Source: an optimization exercise on an open RTL-to-GDS flow (aim: small area, a short achievable clock period and few clock cycles per item). Production flows keep margins and buffers that such runs may drop. Only simulation tests tie the RTL to the original design; equivalence was not proved.

`flow/design.v`:
```
`timescale 1 ns / 1 ps
module gen_dffr # (
	parameter DW = 32,
	parameter rstValue = {DW{1'b0}}
)
(
	input [DW-1:0] dnxt,
	output [DW-1:0] qout,
	input CLK,
	input RSTn
);
reg [DW-1:0] qout_r;
always @(posedge CLK or negedge RSTn) begin
	if ( ~RSTn )
		qout_r <= rstValue;
	else                  
		qout_r <= dnxt;
end
assign qout = qout_r;
endmodule
`timescale 1 ns / 1 ps
module gen_rsffr # (
	parameter DW = 1,
	parameter rstValue = {DW{1'b0}}
)
(
	input [DW-1:0] set_in,
	input [DW-1:0] rst_in,
	output [DW-1:0] qout,
	input CLK,
	input RSTn
);
reg [DW-1:0] qout_r;
generate
	for ( genvar i = 0; i < DW; i = i + 1 ) begin
		always @(posedge CLK or negedge RSTn) begin
			if ( ~RSTn ) begin
				qout_r[i] <= rstValue[i];
			end 
			else begin
				qout_r[i] <= qout_r[i];
				if ( set_in[i] ) begin
					qout_r[i] <= 1'b1;
				end
				if ( rst_in[i] ) begin
					qout_r[i] <= 1'b0;	
				end
			end
		end
	end
endgenerate
assign qout = qout_r;
endmodule
`timescale 1 ns / 1 ps
module mul #(
	parameter DW = 13+(5+$clog2(4))
)
(
	input mul_exeparam_valid,
	output mul_execute_ready,
	input [DW-1:0] mul_exeparam,
	output mul_writeback_valid,
	output [63:0] mul_res_qout,
	output [(5+$clog2(4))-1:0] mul_rd0_qout,
	input [63:0] src1,
	input [63:0] src2,
	input flush,
	input CLK,
	input RSTn
);
	function [6:0] bitlen64;
		input [63:0] v;
		integer j;
		begin
			bitlen64 = 7'd0;
			for (j = 0; j < 64; j = j + 1)
				if (v[j]) bitlen64 = j + 1;
		end
	endfunction
	function lowmask64;
		input [63:0] v;
		begin
			lowmask64 = ((v >> 1) & ~v) == 64'd0;
		end
	endfunction
	function [2:0] chunks;
		input [63:0] v;
		input s;
		begin
			if (s ? (&v[63:15] | ~|v[63:15]) : ~|v[63:16]) chunks = 3'd1;
			else if (s ? (&v[63:31] | ~|v[63:31]) : ~|v[63:32]) chunks = 3'd2;
			else if (s ? (&v[63:47] | ~|v[63:47]) : ~|v[63:48]) chunks = 3'd3;
			else chunks = 3'd4;
		end
	endfunction
	wire [12:0] in_op = mul_exeparam[19:7];
	wire in_mulw = in_op[4];
	wire in_ms_a = in_op[12] | in_op[11] | in_op[10] | in_op[4];
	wire in_ms_b = in_op[12] | in_op[11] | in_op[4];
	wire [63:0] in_ma = in_mulw ? {{32{src1[31]}}, src1[31:0]} : src1;
	wire [63:0] in_mb = in_mulw ? {{32{src2[31]}}, src2[31:0]} : src2;
	wire in_dword = in_op[3] | in_op[2] | in_op[1] | in_op[0];
	wire in_dsgn = in_op[8] | in_op[6] | in_op[3] | in_op[1];
	reg ready_q;
	reg c_valid;
	reg [63:0] c_a, c_b;
	reg [12:0] c_op;
	reg [6:0] c_tag;
	reg [2:0] na, nb;
	reg [6:0] la, lb;
	reg d_zero;
	always @(posedge CLK) begin
		if (ready_q) begin
			c_a <= src1;
			c_b <= src2;
			c_op <= in_op;
			c_tag <= mul_exeparam[6:0];
			na <= chunks(in_ma, in_ms_a);
			nb <= chunks(in_mb, in_ms_b);
			la <= abslen(src1, in_dword, in_dsgn);
			lb <= abslen(src2, in_dword, in_dsgn);
			d_zero <= in_dword ? (src2[31:0] == 32'd0) : (src2 == 64'd0);
		end
	end
	wire op_mul    = c_op[12];
	wire op_mulh   = c_op[11];
	wire op_mulhsu = c_op[10];
	wire op_mulhu  = c_op[9];
	wire op_div    = c_op[8];
	wire op_divu   = c_op[7];
	wire op_rem    = c_op[6];
	wire op_remu   = c_op[5];
	wire op_mulw   = c_op[4];
	wire op_divw   = c_op[3];
	wire op_divuw  = c_op[2];
	wire op_remw   = c_op[1];
	wire op_remuw  = c_op[0];
	wire c_is_mul = op_mul | op_mulh | op_mulhsu | op_mulhu | op_mulw;
	wire ms_a = op_mul | op_mulh | op_mulhsu | op_mulw;
	wire ms_b = op_mul | op_mulh | op_mulw;
	wire [63:0] ma = op_mulw ? {{32{c_a[31]}}, c_a[31:0]} : c_a;
	wire [63:0] mb = op_mulw ? {{32{c_b[31]}}, c_b[31:0]} : c_b;
	wire mswap = na < nb;
	wire [64:0] m_x = mswap ? {ms_b & mb[63], mb} : {ms_a & ma[63], ma};
	wire [63:0] m_y = mswap ? ma : mb;
	wire m_ys = mswap ? ms_a : ms_b;
	wire [2:0] m_n = mswap ? na : nb;
	wire d_word = op_divw | op_divuw | op_remw | op_remuw;
	wire d_sgn = op_div | op_rem | op_divw | op_remw;
	wire d_isrem = op_rem | op_remu | op_remw | op_remuw;
	wire [63:0] da = d_word ? {{32{d_sgn & c_a[31]}}, c_a[31:0]} : c_a;
	wire [63:0] db = d_word ? {{32{d_sgn & c_b[31]}}, c_b[31:0]} : c_b;
	wire d_nega = d_sgn & da[63];
	wire d_negb = d_sgn & db[63];
	wire [63:0] d_absa = d_nega ? -da : da;
	wire [63:0] d_absb = d_negb ? -db : db;
	function [6:0] abslen;
		input [63:0] v;
		input word, sgn;
		reg [6:0] l64p, l64n, l32p, l32n;
		begin
			l64p = bitlen64(v);
			l64n = bitlen64(~v) + {6'd0, lowmask64(~v)};
			l32p = bitlen64({32'd0, v[31:0]});
			l32n = bitlen64({32'd0, ~v[31:0]}) + {6'd0, lowmask64({32'd0, ~v[31:0]})};
			if (word) abslen = (sgn & v[31]) ? l32n : l32p;
			else abslen = (sgn & v[63]) ? l64n : l64p;
		end
	endfunction
	wire [7:0] d_t = {1'b0, la} - {1'b0, lb};
	wire [7:0] d_t2 = d_t + 8'd2;
	wire [5:0] d_n = (d_zero | d_t[7] | (d_t == 8'd0)) ? 6'd1 : d_t2[6:1];
	wire [63:0] r0 = d_absa;
	wire [63:0] r1 = d_n[0] ? {r0[1:0], r0[63:2]} : r0;
	wire [63:0] r2 = d_n[1] ? {r1[3:0], r1[63:4]} : r1;
	wire [63:0] r3 = d_n[2] ? {r2[7:0], r2[63:8]} : r2;
	wire [63:0] r4 = d_n[3] ? {r3[15:0], r3[63:16]} : r3;
	wire [63:0] r5 = d_n[4] ? {r4[31:0], r4[63:32]} : r4;
	wire [63:0] d_mask = {64{1'b1}} >> {d_n, 1'b0};
	wire [63:0] d_r = r5 & d_mask;
	wire [63:0] d_q = r5 & ~d_mask;
	reg i_valid;
	reg [5:0] i_cnt;
	reg i_last;            
	reg [2:0] i_n;
	reg [81:0] i_acc;      
	reg [63:0] i_q;        
	reg [64:0] i_x;        
	reg i_yb;              
	reg i_ys;              
	reg [6:0] i_tag;
	reg i_mul, i_mulw, i_mulhi, i_word, i_rem, i_neg, i_zero;
	wire i_end = i_valid & i_last;
	wire i_free = ~i_valid | i_last;
	wire p_move = c_valid & i_free;
	wire c_valid_next = ~flush & ((mul_exeparam_valid & ready_q) | (c_valid & ~p_move));
	wire [16:0] m_d = {i_last & i_ys & i_q[15], i_q[15:0]};
	wire signed [81:0] m_prod = $signed(i_x) * $signed(m_d);
	wire signed [81:0] m_acc = $signed(i_acc) >>> 16;
	wire [81:0] m_next = m_prod + m_acc;
	wire [63:0] m_qnext = {m_next[15:0], i_q[63:16]};
	wire [64:0] t1 = {i_acc[63:0], i_q[63]};
	wire [65:0] s1 = {1'b0, t1} - {2'b0, i_x[63:0]};
	wire g1 = ~s1[65];
	wire [63:0] r1n = g1 ? s1[63:0] : t1[63:0];
	wire [63:0] q1n = {i_q[62:0], g1};
	wire [64:0] t2 = {r1n, q1n[63]};
	wire [65:0] s2 = {1'b0, t2} - {2'b0, i_x[63:0]};
	wire g2 = ~s2[65];
	wire [63:0] r2n = g2 ? s2[63:0] : t2[63:0];
	wire [63:0] q2n = {q1n[62:0], g2};
	wire [5:0] new_n = c_is_mul ? {3'd0, m_n} : d_n;
	wire [5:0] cnt_next = p_move ? new_n : i_cnt - 6'd1;
	wire i_valid_next = ~flush & (p_move | (i_valid & ~i_last));
	wire last_next = (cnt_next == 6'd1);
	wire ready_next = ~c_valid_next | ~i_valid_next | last_next;
	always @(posedge CLK) begin
		if (p_move) begin
			i_n <= m_n;
			i_acc <= c_is_mul ? 82'd0 : {18'd0, d_r};
			i_q <= c_is_mul ? m_y : d_q;
			i_x <= c_is_mul ? m_x : {1'b0, d_absb};
			i_yb <= 1'b0;
			i_ys <= m_ys;
			i_tag <= c_tag;
			i_mul <= c_is_mul;
			i_mulw <= op_mulw;
			i_mulhi <= op_mulh | op_mulhsu | op_mulhu;
			i_word <= d_word;
			i_rem <= d_isrem;
			i_neg <= d_isrem ? d_nega : (d_nega ^ d_negb);
			i_zero <= d_zero;
		end else begin
			i_acc <= i_mul ? m_next : {18'd0, r2n};
			i_q <= i_mul ? m_qnext : q2n;
			i_yb <= i_q[15];
		end
	end
	reg [63:0] lo64;
	always @(*) begin
		case (i_n)
			3'd1: lo64 = m_next[63:0];
			3'd2: lo64 = {m_next[47:0], i_q[63:48]};
			3'd3: lo64 = {m_next[31:0], i_q[63:32]};
			default: lo64 = {m_next[15:0], i_q[63:16]};
		endcase
	end
	reg [63:0] hi64;
	always @(*) begin
		case (i_n)
			3'd1: hi64 = {{46{m_next[81]}}, m_next[81:64]};
			3'd2: hi64 = {{30{m_next[81]}}, m_next[81:48]};
			3'd3: hi64 = {{14{m_next[81]}}, m_next[81:32]};
			default: hi64 = m_next[79:16];
		endcase
	end
	reg g_valid;
	reg [63:0] g_res;
	reg [6:0] g_tag;
	reg g_mul, g_mulw, g_word, g_rem, g_neg, g_zero;
	always @(posedge CLK) begin
		g_res <= i_mul ? (i_mulhi ? hi64 : lo64) : (i_rem ? r2n : q2n);
		g_tag <= i_tag;
		g_mul <= i_mul;
		g_mulw <= i_mulw;
		g_word <= i_word;
		g_rem <= i_rem;
		g_neg <= i_neg;
		g_zero <= i_zero;
	end
	always @(posedge CLK or negedge RSTn) begin
		if (~RSTn) begin
			ready_q <= 1'b1;
			c_valid <= 1'b0;
			i_valid <= 1'b0;
			i_cnt <= 6'd0;
			i_last <= 1'b0;
			g_valid <= 1'b0;
		end else begin
			ready_q <= ready_next;
			c_valid <= c_valid_next;
			i_valid <= i_valid_next;
			i_cnt <= cnt_next;
			i_last <= last_next;
			g_valid <= i_end & ~flush;
		end
	end
	wire [63:0] m_res = g_mulw ? {{32{g_res[31]}}, g_res[31:0]} : g_res;
	wire [63:0] d_sres = g_neg ? -g_res : g_res;
	wire [63:0] d_res1 = (g_zero & ~g_rem) ? {64{1'b1}} : d_sres;
	wire [63:0] d_res = g_word ? {{32{d_res1[31]}}, d_res1[31:0]} : d_res1;
	reg [63:0] out_res;
	reg [6:0] out_tag;
	reg out_valid;
	always @(posedge CLK) begin
		out_res <= g_mul ? m_res : d_res;
		out_tag <= g_tag;
	end
	always @(posedge CLK or negedge RSTn) begin
		if (~RSTn) out_valid <= 1'b0;
		else out_valid <= g_valid & ~flush;
	end
	assign mul_execute_ready = ready_q;
	assign mul_writeback_valid = out_valid;
	assign mul_res_qout = out_res;
	assign mul_rd0_qout = out_tag;
endmodule
```
`flow/run.sh`:
```
#!/bin/bash
# synth_recipe.tcl (not shown) runs the flow's synth.tcl, then flattens the netlist and writes it again
# the make line also repeats each setting of config.mk as NAME=value (left out here)
make -C /OpenROAD-flow-scripts/flow DESIGN_CONFIG=/design/flow/config.mk WORK_HOME=/design/flow/orfs CLKGATE_MAP_FILE= SYNTH_SCRIPT=/design/flow/synth_recipe.tcl finish
```
`flow/config.mk`:
```
export PLATFORM = sky130hd
export DESIGN_NAME = mul
export DESIGN_NICKNAME = mul
export VERILOG_FILES = /design/flow/design.v
export SDC_FILE = /design/flow/constraint.sdc
export NUM_CORES = 4
export LEC_CHECK = 0
export CAP_MARGIN = 20
export CORE_MARGIN = 2
export CORE_UTILIZATION = 40
export SETUP_SLACK_MARGIN = 5
export SLEW_MARGIN = 20
```
`flow/constraint.sdc`:
```
create_clock -name core_clock -period 14.0 [get_ports {CLK}]
set_input_delay 2.8000 -clock core_clock [delete_from_list [all_inputs] [get_ports {CLK}]]
set_output_delay 2.8000 -clock core_clock [all_outputs]
set_load 0.01 [all_outputs]
```
==> flow_summary_export.csv, run 1 <==
group,metric,value,unit
floorplanning,ios,225,
placed_design,port_buffers,223,
logic_synthesis,syn_inst,10380,
setup_path,worstSetupStartpoint,"i_x[37]",
cts,ctsHoldBuffers,0,
final_layout,final_cell_mix,"nand2_1 (1,389), inv_1 (1,302), fa_1 (1,078), nor2_1 (773), a21oi_1 (689)",
floorplanning,die_w,463.3,um
placed_design,placed_cells,13070,
logic_synthesis,yosys_warnings,1,
logic_synthesis,postSynthAreaPerCell,8.128,um2
logic_synthesis,synth_top_area_frac,0.2571,
final_layout,fill_cells,20950,
grt,overflow,0,
final_layout,syn2layout_area_growth,12.10,%
grt,grt_usage,0.4174,
grt,grt_pass1_wl,634100,um
logic_synthesis,synth_seq_cells,557,
sta,fin_ws,4.808,ns
cts,clock-root-buffer,"clkbuf_16",
logic_synthesis,yosysTopAreaCell,"fa_1",
logic_synthesis,syn_nets,11960,
detailed_routing,vias_per_cell,6.200,
grt,grt_pass1_vias,81270,
setup_path,worstPathMaxFanout,17,
logic_synthesis,synth-seq-area-share,0.1626,
min_path,hold_start,"g_tag[3]",
logic_synthesis,synth_area,84400,um2
run,drv_cap,0,
detailed_routing,ant_nets,0,
sta,worst_pin_slew,1.305,ns
sta,fin_skew,0.05378,ns
placed_design,place_hpwl,363200,um
cts,ctsLongestPathBuffers,3,
detailed_routing,drt-pass1-iter-count,6,
detailed_routing,routed_wl,459000,um
sta,final-setup-viol-count,0,
final_layout,drive_above_1_share,0.07739,
sta,slew_violations,0,
cts,clock_latency,0.75,ns
logic_synthesis,synth_flop_cell,"dfxtp_1",
cts,tritoncts,"yes",
floorplanning,initial_core_util,0.4027,
cts,cts.sinks,557,
sta,maxSlewHeadroom,0.1236,
placed_design,dp_slack,3.062,ns
setup_path,reg2reg_from,"i_x[37]",
logic_synthesis,synthArstFlopShare,0.02154,
floorplanning,die-area,214700,um2
grt,antenna_found_initial,49,
setup_path,crit_type,"reg -> reg",
detailed_routing,routedWlPerCell,34.51,um
grt,grt_max_degree,106,
final_layout,fin_cells,13300,
final_layout,final_common_cell,"nand2_1",
outcome,status,"timing/DRC/antenna clean",
logic_synthesis,yosys-top-cells-area,"fa_1 (26%), edfxtp_1 (8.9%), dfxtp_1 (7.0%), nand2_1 (6.2%), inv_1 (5.8%)",
sta,finalCritPeriodShare,0.6566,
cts,cts.clk_slew.worst_paths,0.06,ns
floorplanning,design.core.area,209600,um2
detailed_routing,routed-via-count,82460,
setup_path,startpoint_type,"flop",
detailed_routing,dr.first_iter.drc_count,9461,
sta,rsz0062_at_grt,"false",
logic_synthesis,synth-edff-count,251,
cts,cts_buffers,74,
logic_synthesis,ys_types,116,
final_layout,final_util,0.4515,
final_layout,layout.nets,11990,
sta,fin_hold_ws,0.3189,ns
detailed_routing,drc_errors,0,
floorplanning,fp.dieH,463.3,um
floorplanning,placementRows,168,
setup_path,worst_ep_arrival_time,9.74,ns
sta,fmax,108.8,MHz
setup_path,required,14.55,ns
setup_path,end_kind,"flop",
sta,fin_crit,9.192,ns
min_path,min_path_type,"reg -> reg",
placed_design,gp_congestion,1.102,
sta,setup_tns,0,ns
cts,htreeDepth,3,
sta,finalHoldViolCount,0,
-- layout make-up --
| class | instances | area, um2 | share of cell area |
|---|---|---|---|
| Antenna cell | 17 | 42.54 | 0.0004496 |
| Tap cell | 2805 | 3510 | 0.03709 |
| Sequential cell | 557 | 13780 | 0.1456 |
| Inverter | 1314 | 4962 | 0.05245 |
| Timing Repair Buffer | 570 | 5493 | 0.05806 |
| Clock inverter | 40 | 431.7 | 0.004562 |
| Multi-Input combinational cell | 7903 | 64360 | 0.6803 |
| Clock buffer | 95 | 2033 | 0.02149 |
-- what timing repair did --
action,4_1_cts,5_1_grt
cloned,2,5
endpoints found under the setup margin,145,120
resized for setup,114,73
endpoints found under the hold margin,0,0
pin swaps,11,13
buffers inserted,45,25
-- through the flow --
| stage | cell area, um2 |
|---|---|
| detailed placement | 90390 |
| global route | 94580 |
| global placement | 90340 |
| finish | 94610 |
| CTS | 93940 |
| floorplan | 84400 |
-- cells in the mapped netlist, drive strengths merged, types with 35 or more instances --
cell type and count:
nand2 1394, inv 1310, fa 1084, nor2 784, a21oi 713, o21ai 640, clkbuf 536, and2 410
ha 337, dfxtp 294, edfxtp 251, mux2i 227, xnor2 185, xor2 165, nand3 131, nor3 131
a21o 124, o211ai 114, a31oi 97, o31ai 87, a211oi 85, nand2b 81, nand4 80, buf 78
o221ai 76, o22ai 74, nor4 69, mux2 59, or3 56, a211o 49, o21a 49, a22oi 40
o21bai 39, or4 35
-- worst max-delay path, stage by stage, from the launching register on --
cell      delay [ns]
edfxtp_1        0.33
buf_4           0.46
inv_1           0.36
nand2_1         0.31
fa_1            0.48
fa_1            0.47
fa_1            0.51
fa_1            0.43
fa_1            0.58
inv_1           0.08
fa_1            0.56
ha_2            0.31
a21oi_4         0.24
o21ai_0         0.24
a21oi_1         0.24
o21ai_0         0.13
a31oi_2         0.46
o211ai_1        0.15
buf_4           0.23
a221oi_4        0.37
o21ai_1         0.15
xor2_1          0.18
buf_4           0.24
maj3_1          0.37
nand2_1         0.07
buf_4           0.27
a21oi_1         0.08
o211ai_1        0.71
-- registers in the layout, indices dropped and copies added, names as in the netlist, 3 cells and up --
name / flops
c_a: 64
c_b: 64
c_op: 12
c_tag: 7
g_res: 64
g_tag: 7
i_acc: 82
i_cnt: 6
i_n: 3
i_q: 64
i_tag: 7
i_x: 65
la: 7
lb: 7
na: 3
nb: 3
out_res: 64
out_tag: 7
-- layer usage --
metal | vias up | routed length (um) | share of wire | global-route usage
met1 | 41510 | 178900 | 0.39 | 0.5258
li1 | 35090 | - | - | -
met5 | - | 46 | 0.00010 | 0
met3 | 1141 | 44170 | 0.096 | 0.09938
met4 | 8 | 39700 | 0.086 | 0.2937
met2 | 4711 | 196200 | 0.43 | 0.6290
-- cell families (layout without fill, tap and decap cells) --
family	Yosys count	in the layout	synth area share
flops	557	557	0.1626
other cells	0	17	0
mux	286	286	0.03479
xor+xnor	350	350	0.03650
fa+ha+maj	1422	1422	0.3072
simple gates	3304	3304	0.1798
compound gates	2537	2541	0.1928
buf+inv	1928	2019	0.08627
-- path summary, 6_finish.rpt --
| kind | end | slack, ns | depth (start not counted) |
|---|---|---|---|
| max in group asynchronous | i_last | 10.98 | 1 |
| min | out_tag[3] | 0.32 | 0 |
| min reg2reg | out_tag[3] | 0.32 | 0 |
| max | g_res[37] | 4.81 | 27 |
| max reg2reg | g_res[37] | 4.81 | 27 |
| min in group asynchronous | out_valid | 2.52 | 1 |
Testbench counts, summed over its fixed seeds: cycles 8,120, items 2,560.
==> run 2, diff against run 1 <==
--- a/flow/design.v
+++ b/flow/design.v
@@ -168,17 +168,17 @@
 		end
 	endfunction
 	wire [7:0] d_t = {1'b0, la} - {1'b0, lb};
-	wire [7:0] d_t2 = d_t + 8'd2;
-	wire [5:0] d_n = (d_zero | d_t[7] | (d_t == 8'd0)) ? 6'd1 : d_t2[6:1];
+	wire [7:0] d_t4 = d_t + 8'd4;
+	wire [4:0] d_n = (d_zero | d_t[7] | (d_t == 8'd0)) ? 5'd1 : d_t4[6:2];
 	wire [63:0] r0 = d_absa;
-	wire [63:0] r1 = d_n[0] ? {r0[1:0], r0[63:2]} : r0;
-	wire [63:0] r2 = d_n[1] ? {r1[3:0], r1[63:4]} : r1;
-	wire [63:0] r3 = d_n[2] ? {r2[7:0], r2[63:8]} : r2;
-	wire [63:0] r4 = d_n[3] ? {r3[15:0], r3[63:16]} : r3;
-	wire [63:0] r5 = d_n[4] ? {r4[31:0], r4[63:32]} : r4;
-	wire [63:0] d_mask = {64{1'b1}} >> {d_n, 1'b0};
+	wire [63:0] r2 = d_n[0] ? {r0[3:0], r0[63:4]} : r0;
+	wire [63:0] r3 = d_n[1] ? {r2[7:0], r2[63:8]} : r2;
+	wire [63:0] r4 = d_n[2] ? {r3[15:0], r3[63:16]} : r3;
+	wire [63:0] r5 = d_n[3] ? {r4[31:0], r4[63:32]} : r4;
+	wire [63:0] d_mask = {64{1'b1}} >> {d_n, 2'b0};
 	wire [63:0] d_r = r5 & d_mask;
 	wire [63:0] d_q = r5 & ~d_mask;
+	wire [65:0] d_abs3 = {2'b0, d_absb} + {1'b0, d_absb, 1'b0};
 	reg i_valid;
 	reg [5:0] i_cnt;
 	reg i_last;            
@@ -186,6 +186,7 @@
 	reg [81:0] i_acc;      
 	reg [63:0] i_q;        
 	reg [64:0] i_x;        
+	reg [65:0] i_x3;       
 	reg i_yb;              
 	reg i_ys;              
 	reg [6:0] i_tag;
@@ -199,17 +200,29 @@
 	wire signed [81:0] m_acc = $signed(i_acc) >>> 16;
 	wire [81:0] m_next = m_prod + m_acc;
 	wire [63:0] m_qnext = {m_next[15:0], i_q[63:16]};
-	wire [64:0] t1 = {i_acc[63:0], i_q[63]};
-	wire [65:0] s1 = {1'b0, t1} - {2'b0, i_x[63:0]};
-	wire g1 = ~s1[65];
-	wire [63:0] r1n = g1 ? s1[63:0] : t1[63:0];
-	wire [63:0] q1n = {i_q[62:0], g1};
-	wire [64:0] t2 = {r1n, q1n[63]};
-	wire [65:0] s2 = {1'b0, t2} - {2'b0, i_x[63:0]};
-	wire g2 = ~s2[65];
-	wire [63:0] r2n = g2 ? s2[63:0] : t2[63:0];
-	wire [63:0] q2n = {q1n[62:0], g2};
-	wire [5:0] new_n = c_is_mul ? {3'd0, m_n} : d_n;
+	function [65:0] rdx4;      
+		input [63:0] r;
+		input [1:0] nb;
+		input [63:0] d;
+		input [65:0] d3;
+		reg [65:0] t;
+		reg [66:0] e1, e2, e3;
+		reg q1, q2, q3;
+		begin
+			t = {r, nb};
+			e1 = {1'b0, t} - {3'b0, d};
+			e2 = {1'b0, t} - {2'b0, d, 1'b0};
+			e3 = {1'b0, t} - {1'b0, d3};
+			q1 = ~e1[66]; q2 = ~e2[66]; q3 = ~e3[66];
+			rdx4[63:0] = q3 ? e3[63:0] : q2 ? e2[63:0] : q1 ? e1[63:0] : t[63:0];
+			rdx4[65:64] = {q2, q3 | (q1 & ~q2)};
+		end
+	endfunction
+	wire [65:0] dv1 = rdx4(i_acc[63:0], i_q[63:62], i_x[63:0], i_x3);
+	wire [65:0] dv2 = rdx4(dv1[63:0], i_q[61:60], i_x[63:0], i_x3);
+	wire [63:0] r2n = dv2[63:0];
+	wire [63:0] q2n = {i_q[59:0], dv1[65:64], dv2[65:64]};
+	wire [5:0] new_n = c_is_mul ? {3'd0, m_n} : {1'b0, d_n};
 	wire [5:0] cnt_next = p_move ? new_n : i_cnt - 6'd1;
 	wire i_valid_next = ~flush & (p_move | (i_valid & ~i_last));
 	wire last_next = (cnt_next == 6'd1);
@@ -220,6 +233,7 @@
 			i_acc <= c_is_mul ? 82'd0 : {18'd0, d_r};
 			i_q <= c_is_mul ? m_y : d_q;
 			i_x <= c_is_mul ? m_x : {1'b0, d_absb};
+			i_x3 <= d_abs3;
 			i_yb <= 1'b0;
 			i_ys <= m_ys;
 			i_tag <= c_tag;
==> run 2 against run 1 <==
Net effect:
- flip-flop and latch count is 66 higher
- register-to-register slack better by 0.07 ns
- synthesized cell count up 26%
- synthesized area increased by 25%
- largest cell class unchanged
- cell area grew 28%
- fmax grew 0.74%
- global-route usage grew 4.6 points
- clock skew grew 0.035 ns
==> flow_summary_export.csv, run 2 <==
group,metric,value,unit
outcome,status,"timing/DRC/antenna clean",
final_layout,layout.nets,15300,
placed_design,dp_slack,2.853,ns
final_layout,largest_reg_flops,82,
logic_synthesis,ys_types,103,
sta,fin_ws,4.876,ns
logic_synthesis,syn_nets,15030,
grt,grt_usage,0.4638,
grt,overflow,0,
sta,setup_tns,0,ns
sta,maxSlewHeadroom,0.1401,
cts,ctsLongestPathBuffers,3,
logic_synthesis,yosysTopAreaCell,"fa_1",
logic_synthesis,synth-edff-count,317,
final_layout,final_common_cell,"nand2_1",
grt,grt_max_degree,115,
setup_path,end_kind,"flop",
logic_synthesis,synth_area,105300,um2
logic_synthesis,synth-seq-area-share,0.1491,
cts,cts.sinks,623,
logic_synthesis,synth_flop_cell,"edfxtp_1",
setup_path,slowest_delay,0.81,ns
setup_path,rr_worst_depth,31,
logic_synthesis,yosysMostFrequentCell,"nand2_1",
setup_path,startpoint_type,"flop",
floorplanning,die_w,517.1,um
floorplanning,initial_core_util,0.4019,
placed_design,place_hpwl,508000,um
logic_synthesis,synth_top_area_frac,0.2070,
detailed_routing,vias_per_cell,6.351,
detailed_routing,dr.first_iter.drc_count,13170,
grt,grt_pass1_vias,102800,
logic_synthesis,yosys_warnings,1,
sta,fin_crit,9.124,ns
floorplanning,ios,225,
cts,ctsHoldBuffers,0,
logic_synthesis,synth_seq_cells,623,
sta,final-setup-viol-count,0,
detailed_routing,routedWlPerCell,37.11,um
final_layout,syn2layout_area_growth,14.60,%
sta,fin_skew,0.08921,ns
setup_path,cp_slowest_cell,"nor3_1",
floorplanning,die-area,267400,um2
min_path,holdPathStages,0,
cts,tritoncts,"yes",
floorplanning,fp.dieH,517.1,um
grt,antenna_found_initial,80,
placed_design,gp_congestion,1.111,
final_layout,drive_above_1_share,0.1018,
sta,slew_violations,0,
setup_path,crit_type,"reg -> reg",
cts,cts.clk_slew.worst_paths,0.06,ns
final_layout,final_cell_mix,"nand2_1 (1,613), inv_1 (1,395), fa_1 (1,083), a21oi_1 (937), nor2_1 (816)",
sta,rsz0062_at_grt,"true",
detailed_routing,routed_wl,632100,um
setup_path,required,14.73,ns
min_path,min_path_type,"reg -> reg",
placed_design,port_buffers,223,
sta,worst_pin_slew,1.290,ns
run,drv_cap,0,
detailed_routing,ant_nets,0,
cts,cts_buffers,77,
setup_path,worst_ep_arrival_time,9.85,ns
cts,clock_latency,0.82,ns
detailed_routing,drt-pass1-iter-count,6,
floorplanning,placementRows,188,
final_layout,top_register,"i_acc",
logic_synthesis,postSynthAreaPerCell,8.023,um2
cts,clock-root-buffer,"clkbuf_16",
logic_synthesis,yosys-top-cells-area,"fa_1 (21%), edfxtp_1 (9.0%), ha_1 (7.9%), nand2_1 (5.8%), dfxtp_1 (5.6%)",
detailed_routing,drc_errors,0,
detailed_routing,routed-via-count,108200,
logic_synthesis,syn_inst,13130,
final_layout,fill_cells,26800,
setup_path,worstPathMaxFanout,17,
final_layout,top_regs,"i_acc: 82 flops, i_x3: 66 flops, i_x: 65 flops",
floorplanning,design.core.area,262000,um2
grt,grt_pass1_wl,853100,um
sta,finalCritPeriodShare,0.6517,
sta,fmax,109.6,MHz
logic_synthesis,synth_commonest_cells,"nand2_1 (1,621), inv_1 (1,434), fa_1 (1,089)",
logic_synthesis,synthArstFlopShare,0.01926,
sta,finalHoldViolCount,0,
cts,htreeDepth,3,
run 2: cell types whose count changed after synthesis, moves of 99 or more:
cell,previous run,this run
nand2_1,1393,1621
ha_1,337,663
o21ai_0,597,789
nor3_1,128,227
inv_1,1309,1434
a21oi_1,707,973
xnor2_1,183,347
a21o_1,124,299
xor2_1,165,291
run 2: timing repair:
action                     in CTS  in global routing
cloned                          1                  6
pin swaps                      26                 45
setup endpoints to repair     146                134
resized for setup             282                176
setup buffers                 103                 60
run 2: final timing paths:
check,from,endpoint,slack (ns)
worst max register to register,i_x[26],i_acc[63],4.88
worst max-delay path,i_x[26],i_acc[63],4.88
max in group asynchronous,RSTn,i_last,11.19
worst min-delay path,g_tag[4],out_tag[4],0.33
min in group asynchronous,RSTn,g_valid,2.41
worst min register to register,g_tag[4],out_tag[4],0.33
run 2: metal layers:
| layer | vias to the layer above | GRT usage | wire, um |
|---|---|---|---|
| met5 | - | 0 | 170 |
| li1 | 46020 | - | - |
| met3 | 1733 | 0.1329 | 65650 |
| met1 | 53850 | 0.5632 | 236700 |
| met2 | 6565 | 0.6826 | 265900 |
| met4 | 28 | 0.3763 | 63700 |
run 2: worst max-delay path, delay by kind of cell, from the launching register on:
family          cells  cell delay, ns
flops               1            0.33
xor+xnor            1            0.16
buf+inv             6            1.48
fa+ha+maj           2            0.87
simple gates        9            3.08
compound gates     13            3.09
run 2: layout make-up:
class,instances,area (um2),area share
Clock buffer,92,2023,0.01676
Timing Repair Buffer,880,8314,0.06888
Inverter,1439,5548,0.04596
Clock inverter,52,613.1,0.005079
Multi-Input combinational cell,10380,83880,0.6949
Tap cell,3515,4398,0.03644
Sequential cell,623,15790,0.1308
Antenna cell,57,142.6,0.001182
run 2: cell families after synthesis:
| group | synth area share |
|---|---|
| and+or+nand+nor | 0.1796 |
| AOI/OAI and AO/OA | 0.2145 |
| buffers and inverters | 0.07636 |
| adders and majority gates | 0.2859 |
| xor gates and xnor gates | 0.05306 |
| DFF | 0.1491 |
| muxes | 0.04154 |
run 2: stage by stage:
stage / hold WS (ns) / utilization / area, um2 / instances
after global placement: 0.3125 / 0.4344 / 113800 / 16660
after floorplan: 0.3096 / - / 105300 / 13130
final: 0.3275 / 0.4606 / 120700 / 17040
after CTS: 0.3310 / 0.4538 / 118900 / 16910
after detailed placement: 0.3157 / 0.4345 / 113900 / 16660
after global routing: 0.3348 / 0.4603 / 120600 / 17000
Testbench counts of run 2, summed over its fixed seeds: cycles 6,185, items 2,560.

[re-timing with driven ports]
The flow's constraints put no driver on any port. The routed layouts listed below were extracted and timed again, unchanged, in two steps. Step 1: set_driving_cell puts a clkbuf_16 on CLK and a buf_2 on each other input, an assumption about the parent block. Step 2, shift: input delay + t, output delay - t, t = (earliest + latest rising clock arrival at the registers) / 2. This alone moves slack from input paths to output paths. Three values: ideal ports, drivers, drivers and shift; two values: the first two.
run | t, ns | slack for setup (ns) | slew at the worst register clock pin (ns)
run 1 | 0.815 | 4.808 / 4.808 / 4.808 | 0.08 / 0.08
run 2 | 0.861 | 4.876 / 4.876 / 4.876 | 0.08 / 0.08
After both steps every run listed still meets setup and hold.
